From an optimization exercise on the open Yosys and OpenROAD flow, aimed at small area and a short achievable clock period; shortcuts taken in it are not production practice.
In this exercise RTL edits were held to simulation tests only and were not proved equivalent to the original.
Power and IR drop assume default switching activity.

## OnboardTop
module OnboardTop(
    input   [15:0]  SW,
    output  [15:0]  LED,
    input           RST,
    input           JB_TCK,
    input           JB_TMS,
    input           JB_TDI,
    output          JB_TDO,
    output          JA_1,
    output          JA_2,
    output          JA_3,
    output          JA_4,
    output          JA_5,
    output          JC_1,
    output          JC_2,
    output          JC_3,
    output          JC_4
    );
    wire TCK = JB_TCK;
    wire TMS = JB_TMS;
    wire TDI = JB_TDI;
    localparam [3:0] S_TLR   = 4'd0,  S_RTI   = 4'd1,  S_SELDR = 4'd2,  S_CAPDR = 4'd3;
    localparam [3:0] S_SHDR  = 4'd4,  S_EX1DR = 4'd5,  S_PDR   = 4'd6,  S_EX2DR = 4'd7;
    localparam [3:0] S_UPDR  = 4'd8,  S_SELIR = 4'd9,  S_CAPIR = 4'd10, S_SHIR  = 4'd11;
    localparam [3:0] S_EX1IR = 4'd12, S_PIR   = 4'd13, S_EX2IR = 4'd14, S_UPIR  = 4'd15;
    localparam [3:0] CMD_BYPASS   = 4'b1111;
    localparam [3:0] CMD_SAMPLE   = 4'b0001;
    localparam [3:0] CMD_EXTEST   = 4'b0010;
    localparam [3:0] CMD_INTEST   = 4'b0011;
    localparam [3:0] CMD_IDCODE   = 4'b0100;
    localparam [3:0] CMD_RUNBIST  = 4'b0101;
    localparam [3:0] CMD_DATALOAD = 4'b0110;
    localparam [3:0] CMD_ADDRLOAD = 4'b0111;
    localparam [31:0] IDCODE = 32'hDEAD104D;
    localparam [2:0] B_IDLE = 3'd0, B_INIT = 3'd1, B_ASK = 3'd2, B_GET = 3'd3;
    localparam [2:0] B_IMP  = 3'd4, B_VER  = 3'd5, B_WAIT = 3'd6;
    reg  [3:0]  ts;          
    reg         clk_DR;      
    reg         clk_IR;      
    reg  [3:0]  sir;         
    reg         i_bypass;    
    reg         i_idcode;    
    reg         i_bsr;       
    reg         it;          
    reg         i_addr;      
    reg         i_dload;     
    reg         i_bist;      
    reg         bypass;
    reg  [8:0]  sbsr;        
    reg  [4:0]  mbsr;        
    reg  [15:0] sr;          
    reg  [15:0] maddr;       
    reg         mrst;        
    reg         ben;         
    reg         tdo_q;
    reg  [4:0]  ja_q;        
    reg         sw_sel;      
    reg  [2:0]  bs;          
  ...
Size: about 7,700 cells after synthesis, ~46 I/O pins, ~75,000 um^2 of cells after synthesis.
==> flow/config.mk <==
export PLATFORM = sky130hd
export DESIGN_NAME = OnboardTop
export DESIGN_NICKNAME = OnboardTop
export VERILOG_FILES = /design/flow/design.v
export SDC_FILE = /design/flow/constraint.sdc
export NUM_CORES = 8
export LEC_CHECK = 0
export ABC_AREA = 1
export CAP_MARGIN = 20
export CORE_MARGIN = 2
export CORE_UTILIZATION = 70
export CTS_CLUSTER_DIAMETER = 80
export CTS_CLUSTER_SIZE = 30
export SETUP_SLACK_MARGIN = 4.1
export SLEW_MARGIN = 20
==> flow/constraint.sdc <==
create_clock -name core_clock -period 7.0 [get_ports {JB_TCK}]
set_input_delay 1.4000 -clock core_clock [delete_from_list [all_inputs] [get_ports {JB_TCK}]]
set_output_delay 1.4000 -clock core_clock [all_outputs]
set_load 0.01 [all_outputs]
standard.sh (not shown) runs the stock make flow with config.mk's settings and CLKGATE_MAP_FILE= SYNTH_SCRIPT=/design/flow/synth_recipe.tcl, a recipe that flattens the netlist after the stock synthesis.
==> flow/flow/run.sh <==
#!/bin/bash
# Layout flow: the standard flow (standard.sh) with one step added after
# the standard synthesis: flow/rdtree.py rebuilds the memory read tree (the
# logic feeding the rdq registers) from sky130 cells in a balanced form, and
# yosys removes the old tree. Registers, their names and cell types are those
# of the standard synthesis. Each tool writes its output to a log here.
set -euo pipefail
here=$(pwd)
R=$here/orfs/results/sky130hd/OnboardTop/base
bash standard.sh synth > synth.log 2>&1
cp $R/1_2_yosys.v standard_synth.v
python3 flow/rdtree.py standard_synth.v patched.v > rdtree.log 2>&1
YOSYS=$FLOW_HOME/../tools/install/yosys/bin/yosys
LIB=$FLOW_HOME/platforms/sky130hd/lib/sky130_fd_sc_hd__tt_025C_1v80.lib
$YOSYS -p "read_liberty -lib $LIB; read_verilog patched.v; hierarchy -top OnboardTop; opt_clean -purge; stat -liberty $LIB; write_verilog -noattr -nohex -nodec $R/1_2_yosys.v" > yosys_patch.log 2>&1
rm -f $R/1_synth.odb $R/1_synth.sdc
bash standard.sh > layout.log 2>&1
Other scripts of this flow, unchanged in this note and not shown: flow/flow/rdtree.py
The baseline finished with timing, DRC and antenna clean.
Edit:
--- a/flow/config.mk
+++ b/flow/config.mk
@@ -10,6 +10,6 @@
 export CORE_MARGIN = 2
-export CORE_UTILIZATION = 70
+export CORE_UTILIZATION = 75
 export CTS_CLUSTER_DIAMETER = 80
 export CTS_CLUSTER_SIZE = 30
-export SETUP_SLACK_MARGIN = 4.1
+export SETUP_SLACK_MARGIN = 4.0
 export SLEW_MARGIN = 20
Total power hardly moves.
Cell area falls by 0.32%.
Global-route usage rises by 3.2 points.
Area after synthesis is unchanged.
Worst hold slack is about the same.
Setup slack is worse by 0.016 ns.
Register-to-register slack is worse by 0.05 ns.
Non-clock buffer count rises by 4.
Core utilization rises by 5.1 points.
Critical path depth is unchanged.
First-iteration DRC count rises by about 10%.

========
Starting RTL as in the previous note.
export LEC_CHECK = 0
export ABC_AREA = 1
export CAP_MARGIN = 20
export CORE_MARGIN = 2
export CORE_UTILIZATION = 70
export CTS_CLUSTER_DIAMETER = 80
export CTS_CLUSTER_SIZE = 30
export SETUP_SLACK_MARGIN = 4.2
export SLEW_MARGIN = 20
create_clock -name core_clock -period 7.0 [get_ports {JB_TCK}]
==> flow/flow/run.sh <==
#!/bin/bash
# Layout flow: the standard flow (standard.sh), except that synthesis runs
# flow/hybrid_synth.tcl instead of synth_recipe.tcl. hybrid_synth.tcl is the
# standard synthesis with the memory read tree mapped by ABC's speed script;
# the registers, their names and cell types are those of the standard
# synthesis (ABC runs after flip-flop mapping and maps only logic).
set -euo pipefail
here=$(pwd)
cp flow/hybrid_synth.tcl "$here/hybrid_synth.tcl"
sed "s#SYNTH_SCRIPT=[^ ]*#SYNTH_SCRIPT=$here/hybrid_synth.tcl#" standard.sh > hybrid_standard.sh
grep -q "SYNTH_SCRIPT=$here/hybrid_synth.tcl" hybrid_standard.sh
bash hybrid_standard.sh > flow.log 2>&1
==> flow/flow/hybrid_synth.tcl <==
proc synth {args} { yosys synth -nofsm -noshare {*}$args }
proc abc {args} {
  set i [lsearch -exact $args -script]
  set speed_args [lreplace $args [expr {$i+1}] [expr {$i+1}] $::env(SCRIPTS_DIR)/abc_speed.script]
  yosys select -set rdcone {c:rdq*} {%ci1:+[D]} {%ci*:-sky130_fd_sc_hd__dfxtp_1:-sky130_fd_sc_hd__edfxtp_1}
  yosys select -set rdgates {@rdcone} {t:$_*} {%i}
  yosys abc {*}$speed_args {@rdgates}
  yosys abc {*}$args
}
source $::env(SCRIPTS_DIR)/synth.tcl
# left out here: clear keep_hierarchy, flatten, clean up, hide names made inside functions, write 1_2_yosys.v
The starting point went through all stages and came out clean.
Then changed:
==> flow/run.sh (new file) <==
#!/bin/bash
# synth_recipe.tcl (not shown) runs the flow's synth.tcl, then flattens the netlist and writes it again
# the make line also repeats each setting of config.mk as NAME=value (left out here)
make -C /OpenROAD-flow-scripts/flow DESIGN_CONFIG=/design/flow/config.mk WORK_HOME=/design/flow/orfs CLKGATE_MAP_FILE= SYNTH_SCRIPT=/design/flow/synth_recipe.tcl finish
--- a/flow/config.mk
+++ b/flow/config.mk
@@ -9,7 +9,7 @@
 export CAP_MARGIN = 20
 export CORE_MARGIN = 2
-export CORE_UTILIZATION = 70
+export CORE_UTILIZATION = 60
 export CTS_CLUSTER_DIAMETER = 80
 export CTS_CLUSTER_SIZE = 30
-export SETUP_SLACK_MARGIN = 4.2
+export SETUP_SLACK_MARGIN = 4.0
 export SLEW_MARGIN = 20
removed: flow/flow/run.sh
removed: flow/flow/hybrid_synth.tcl
removed: flow/standard.sh
Effect: Cell count went up by 9.5%; sequential cell count is unchanged; total power went down by 4.2%; critical path depth shrinks by 3; die area goes up by 17%; register-to-register slack gets better by 0.23 ns.
Then changed:
--- a/flow/config.mk
+++ b/flow/config.mk
@@ -9,5 +9,5 @@
 export CAP_MARGIN = 20
 export CORE_MARGIN = 2
-export CORE_UTILIZATION = 60
+export CORE_UTILIZATION = 80
 export CTS_CLUSTER_DIAMETER = 80
 export CTS_CLUSTER_SIZE = 30
The new run finished clean.
Routed wire length goes down by 3.7%.
Setup slack is worse by 0.027 ns.
Hold slack gains 0.0039 ns.
Fmax went down by 0.83%.

========
Starting RTL as in the previous note.
// OnboardTop
module OnboardTop(
    input   [15:0]  SW,
    output  [15:0]  LED,
    input           RST,
    input           JB_TCK,
    input           JB_TMS,
    input           JB_TDI,
    output          JB_TDO,
    output          JA_1,
    output          JA_2,
    output          JA_3,
    output          JA_4,
    output          JA_5,
    output          JC_1,
    output          JC_2,
    output          JC_3,
    output          JC_4
    );
    wire TCK = JB_TCK;
    wire TMS = JB_TMS;
    wire TDI = JB_TDI;
    localparam [3:0] S_TLR   = 4'd0,  S_RTI   = 4'd1,  S_SELDR = 4'd2,  S_CAPDR = 4'd3;
    localparam [3:0] S_SHDR  = 4'd4,  S_EX1DR = 4'd5,  S_PDR   = 4'd6,  S_EX2DR = 4'd7;
    localparam [3:0] S_UPDR  = 4'd8,  S_SELIR = 4'd9,  S_CAPIR = 4'd10, S_SHIR  = 4'd11;
    localparam [3:0] S_EX1IR = 4'd12, S_PIR   = 4'd13, S_EX2IR = 4'd14, S_UPIR  = 4'd15;
    localparam [3:0] CMD_BYPASS   = 4'b1111;
    localparam [3:0] CMD_SAMPLE   = 4'b0001;
    localparam [3:0] CMD_EXTEST   = 4'b0010;
    localparam [3:0] CMD_INTEST   = 4'b0011;
    localparam [3:0] CMD_IDCODE   = 4'b0100;
  ...
==> flow/config.mk <==
export PLATFORM = sky130hd
export DESIGN_NAME = OnboardTop
export DESIGN_NICKNAME = OnboardTop
export VERILOG_FILES = /design/flow/design.v
export SDC_FILE = /design/flow/constraint.sdc
export NUM_CORES = 8
export LEC_CHECK = 0
export ABC_AREA = 1
export CAP_MARGIN = 20
export CORE_MARGIN = 2
export CORE_UTILIZATION = 70
export CTS_CLUSTER_DIAMETER = 80
export CTS_CLUSTER_SIZE = 30
export SETUP_SLACK_MARGIN = 4.2
export SLEW_MARGIN = 20
==> flow/constraint.sdc <==
create_clock -name core_clock -period 7.0 [get_ports {JB_TCK}]
set_input_delay 1.4000 -clock core_clock [delete_from_list [all_inputs] [get_ports {JB_TCK}]]
set_output_delay 1.4000 -clock core_clock [all_outputs]
set_load 0.01 [all_outputs]
==> flow/flow/run.sh <==
#!/bin/bash
# Layout flow: the standard flow (standard.sh) with one step added after
# the standard synthesis: flow/rdtree.py rebuilds the memory read tree (the
# logic feeding the rdq registers) from sky130 cells in a balanced form, and
# yosys removes the old tree. Registers, their names and cell types are those
# of the standard synthesis. Each tool writes its output to a log here.
set -euo pipefail
here=$(pwd)
R=$here/orfs/results/sky130hd/OnboardTop/base
bash standard.sh synth > synth.log 2>&1
cp $R/1_2_yosys.v standard_synth.v
python3 flow/rdtree.py standard_synth.v patched.v > rdtree.log 2>&1
YOSYS=$FLOW_HOME/../tools/install/yosys/bin/yosys
LIB=$FLOW_HOME/platforms/sky130hd/lib/sky130_fd_sc_hd__tt_025C_1v80.lib
$YOSYS -p "read_liberty -lib $LIB; read_verilog patched.v; hierarchy -top OnboardTop; opt_clean -purge; stat -liberty $LIB; write_verilog -noattr -nohex -nodec $R/1_2_yosys.v" > yosys_patch.log 2>&1
rm -f $R/1_synth.odb $R/1_synth.sdc
bash standard.sh > layout.log 2>&1
==> flow/flow/rdtree.py <==
#!/usr/bin/env python3
"""Replace the memory read tree of the synthesized netlist.

The standard synthesis maps the read tree (the logic from the memory bits and
the one-hot address registers q_hi / q_lo_n to the rdq registers' D inputs)
with mixed single-leaf and paired cells. This script builds the same function
from sky130 cells in a fixed, balanced form, per data bit j:

  for each group i of 16 words (high address nibble i):
    8 x o22ai   : !((lo_n[w] | M[w]) & (lo_n[w+1] | M[w+1]))  (pairs of words)
    2 x nor4    : AND of 8 words' (lo_n | M)
    1 x nand3   : !(q_hi[i] & both halves)        -> group result, active low
  4 x nand4 + 1 x or4 : OR over the 16 groups    -> rd[j]

and points the rdq[j] D inputs at it. The old tree is left without loads;
yosys opt_clean removes it afterwards. Registers are not touched.

It also rebuilds the five JA outputs, JA = ja_q | (SW & sw_sel), as
nand2(nand2(SW, sw_sel), ~ja_q) so that the path from the SW input to the
JA output crosses two fast gates and no inverter.

usage: rdtree.py IN.v OUT.v
"""
import re, sys

src = open(sys.argv[1]).read()

def need(pat):
    if not re.search(pat, src):
        sys.exit('rdtree.py: not found in netlist: ' + pat)

for k in range(2048):
    need(r'\.Q\(\\tmem1\.MEM\[%d\] \)' % k)
for i in range(32):
    need(r'\.Q\(\\q_lo_n\[%d\] \)' % i)
for i in range(16):
    need(r'\.Q\(\\q_hi\[%d\] \)' % i)

wires, cells = [], []
cnt = [0]

def net():
    cnt[0] += 1
    n = '_rdt_n%05d_' % cnt[0]
    wires.append('  wire %s;' % n)
    return n

def cell(typ, pins):
    cnt[0] += 1
    body = ',\n'.join('    .%s(%s)' % (p, n) for p, n in pins)
    cells.append('  sky130_fd_sc_hd__%s _rdt_c%05d_ (\n%s\n  );' % (typ, cnt[0], body))

def mem(k): return '\\tmem1.MEM[%d] ' % k
def lon(i): return '\\q_lo_n[%d] ' % i
def hi(i): return '\\q_hi[%d] ' % i

rd = []
for j in range(8):
    gn = []
    for i in range(16):
        ys = []
        for p in range(8):
            w0, w1 = 2 * p, 2 * p + 1
            y = net()
            cell('o22ai_1', [('A1', lon((i // 8) * 16 + w0)), ('A2', mem((16 * i + w0) * 8 + j)),
                             ('B1', lon((i // 8) * 16 + w1)), ('B2', mem((16 * i + w1) * 8 + j)),
                             ('Y', y)])
            ys.append(y)
        a = net(); cell('nor4_1', [('A', ys[0]), ('B', ys[1]), ('C', ys[2]), ('D', ys[3]), ('Y', a)])
        b = net(); cell('nor4_1', [('A', ys[4]), ('B', ys[5]), ('C', ys[6]), ('D', ys[7]), ('Y', b)])
        g = net(); cell('nand3_1', [('A', hi(i)), ('B', a), ('C', b), ('Y', g)])
        gn.append(g)
    o = []
    for k in range(4):
        x = net()
        cell('nand4_1', [('A', gn[4*k]), ('B', gn[4*k+1]), ('C', gn[4*k+2]), ('D', gn[4*k+3]), ('Y', x)])
        o.append(x)
    r = net()
    cell('or4_1', [('A', o[0]), ('B', o[1]), ('C', o[2]), ('D', o[3]), ('X', r)])
    rd.append(r)

out = src
for j in range(8):
    pat = re.compile(r'(\\rdq\[%d\]\$_DFF_P_\s*\(\s*\.CLK\([^)]*\),\s*\.D\()([^)]*)(\))' % j)
    out, n = pat.subn(lambda m: m.group(1) + rd[j] + m.group(3), out)
    if n != 1:
        sys.exit('rdtree.py: rdq[%d] flip-flop not found' % j)

# JA outputs: JA_1..JA_5 carry bit 4..0, from SW[15..11]
need(r'\.Q\(sw_sel\)')
for k in range(5):
    need(r'\.Q\(\\ja_q\[%d\] \)' % k)
    port = 'JA_%d' % (5 - k)
    pat = re.compile(r'\.([XY])\(%s\)' % port)
    dead = net()
    out, n = pat.subn(lambda m: '.%s(%s)' % (m.group(1), dead), out)
    if n != 1:
        sys.exit('rdtree.py: driver of %s not found' % port)
    a = net(); cell('nand2_1', [('A', 'SW[%d]' % (11 + k)), ('B', 'sw_sel'), ('Y', a)])
    b = net(); cell('inv_1', [('A', '\\ja_q[%d] ' % k), ('Y', b)])
    cell('nand2_1', [('A', a), ('B', b), ('Y', port)])

i = out.rindex('endmodule')
out = out[:i] + '\n'.join(wires) + '\n' + '\n'.join(cells) + '\n' + out[i:]
open(sys.argv[2], 'w').write(out)
print('rdtree.py: %d cells added' % len(cells))
Rerun with:
--- a/flow/flow/rdtree.py
+++ b/flow/flow/rdtree.py
@@ -17,4 +16,0 @@
-
-It also rebuilds the five JA outputs, JA = ja_q | (SW & sw_sel), as
-nand2(nand2(SW, sw_sel), ~ja_q) so that the path from the SW input to the
-JA output crosses two fast gates and no inverter.
@@ -89,14 +84,0 @@
-# JA outputs: JA_1..JA_5 carry bit 4..0, from SW[15..11]
-need(r'\.Q\(sw_sel\)')
-for k in range(5):
-    need(r'\.Q\(\\ja_q\[%d\] \)' % k)
-    port = 'JA_%d' % (5 - k)
-    pat = re.compile(r'\.([XY])\(%s\)' % port)
-    dead = net()
-    out, n = pat.subn(lambda m: '.%s(%s)' % (m.group(1), dead), out)
-    if n != 1:
-        sys.exit('rdtree.py: driver of %s not found' % port)
-    a = net(); cell('nand2_1', [('A', 'SW[%d]' % (11 + k)), ('B', 'sw_sel'), ('Y', a)])
-    b = net(); cell('inv_1', [('A', '\\ja_q[%d] ' % k), ('Y', b)])
-    cell('nand2_1', [('A', a), ('B', b), ('Y', port)])
-
=> The new run produced a clean layout; worst setup slack degrades by 0.040 ns; worst hold slack hardly moves; clock-buffer cell count falls by 1.
Rerun with:
--- a/flow/flow/rdtree.py
+++ b/flow/flow/rdtree.py
@@ -16,0 +17,4 @@
+
+It also rebuilds the five JA outputs, JA = ja_q | (SW & sw_sel), as
+nand2(nand2(SW, sw_sel), ~ja_q) so that the path from the SW input to the
+JA output crosses two fast gates and no inverter.
@@ -84,0 +89,14 @@
+# JA outputs: JA_1..JA_5 carry bit 4..0, from SW[15..11]
+need(r'\.Q\(sw_sel\)')
+for k in range(5):
+    need(r'\.Q\(\\ja_q\[%d\] \)' % k)
+    port = 'JA_%d' % (5 - k)
+    pat = re.compile(r'\.([XY])\(%s\)' % port)
+    dead = net()
+    out, n = pat.subn(lambda m: '.%s(%s)' % (m.group(1), dead), out)
+    if n != 1:
+        sys.exit('rdtree.py: driver of %s not found' % port)
+    a = net(); cell('nand2_1', [('A', 'SW[%d]' % (11 + k)), ('B', 'sw_sel'), ('Y', a)])
+    b = net(); cell('inv_1', [('A', '\\ja_q[%d] ' % k), ('Y', b)])
+    cell('nand2_1', [('A', a), ('B', b), ('Y', port)])
+
Settings changed: SETUP_SLACK_MARGIN 4.2 to 4.0.
Hold slack is worse by 0.028 ns.
Total power goes down by 0.96%.
Die area stays flat.
Setup slack gets better by 0.011 ns.
Routed wire length falls by 0.98%.
Register-to-register slack degrades by 0.20 ns.
Via count decreases by 0.54%.
Clock power fell by about 1%.
Cell area drops by 0.90%.
Synthesized area is about the same.
Rerun with:
Settings changed: CORE_UTILIZATION 70 to 65.
Effect: Die area grows by a little under a tenth; worst setup slack is worse by 0.033 ns; non-clock buffer count fell by 3; synthesized area stays the same; final area rises slightly; routed wire length stays flat; register-to-register slack degrades by 0.03 ns; maximum frequency shrinks slightly; worst hold slack improved by 0.028 ns; synthesized cell count stays the same; via count falls slightly.
Rerun with:
Settings changed: CORE_UTILIZATION 65 to 70, GPL_ROUTABILITY_DRIVEN set to 0.
What happened: Synthesized cell count does not change. Clock skew grows by 0.0089 ns. Power drops by about 1.3%. Critical path depth stays the same. Count of clock-buffer cells in the layout went down by 8. Core utilization goes up by 5.2 points. First-iteration DRC count goes up by about 11%. Design area fell by 0.60%. Via count came out higher by about 1.3%.

==> re-timing with driven ports <==
In the flow no input, the clock included, has a driving cell. The finished layouts below were timed again as built, in two steps. Step 1 (the two cells are an assumption about what drives the block):
set clk [get_ports {JB_TCK}]
set_driving_cell -lib_cell sky130_fd_sc_hd__clkbuf_16 $clk
set_driving_cell -lib_cell sky130_fd_sc_hd__buf_2 [delete_from_list [all_inputs] $clk]
Step 2 times the ports against the registers' clock, not the clock port: input delays grow and output delays shrink by t, the midpoint of the rising clock arrivals with the driver on. a / b / c = ideal / step 1 / step 2; a / b = the first two.
| run | shift t [ns] | setup slack, ns | hold slack, ns | worst slew at a driven data input, ns | pins driven straight from the clock port |
|---|---|---|---|---|---|
| the first run of note 1 | 0.814 | 3.884 / 3.845 / 3.439 | 0.462 / 0.462 / 0.462 | 0.06 | 1 |
| the second run of note 1 | 0.804 | 3.868 / 3.823 / 3.339 | 0.463 / 0.463 / 0.463 | 0.06 | 1 |
| the first run of note 2 | 0.817 | 3.655 / 3.655 / 3.498 | 0.458 / 0.458 / 0.458 | 0.06 | 1 |
| the second run of note 2 | 0.829 | 3.816 / 3.765 / 3.025 | 0.452 / 0.452 / 0.452 | 0.06 | 1 |
| the third run of note 2 | 0.794 | 3.789 / 3.771 / 3.213 | 0.456 / 0.456 / 0.456 | 0.07 | 1 |
| the first run of note 3 | 0.784 | 3.887 / 3.849 / 3.527 | 0.461 / 0.461 / 0.461 | 0.06 | 1 |
| the second run of note 3 | 0.803 | 3.848 / 3.785 / 3.489 | 0.462 / 0.462 / 0.462 | 0.07 | 1 |
| the third run of note 3 | 0.808 | 3.858 / 3.830 / 3.378 | 0.433 / 0.433 / 0.433 | 0.05 | 1 |
| the fourth run of note 3 | 0.803 | 3.825 / 3.825 / 3.307 | 0.461 / 0.461 / 0.461 | 0.05 | 1 |
| the fifth run of note 3 | 0.797 | 3.779 / 3.779 / 3.404 | 0.462 / 0.462 / 0.462 | 0.06 | 1 |
After both steps every run listed still meets setup and hold. For the second run of note 2, which loses most, drivers alone change the setup slack by -0.051 ns; drivers and shift together by -0.791 ns.
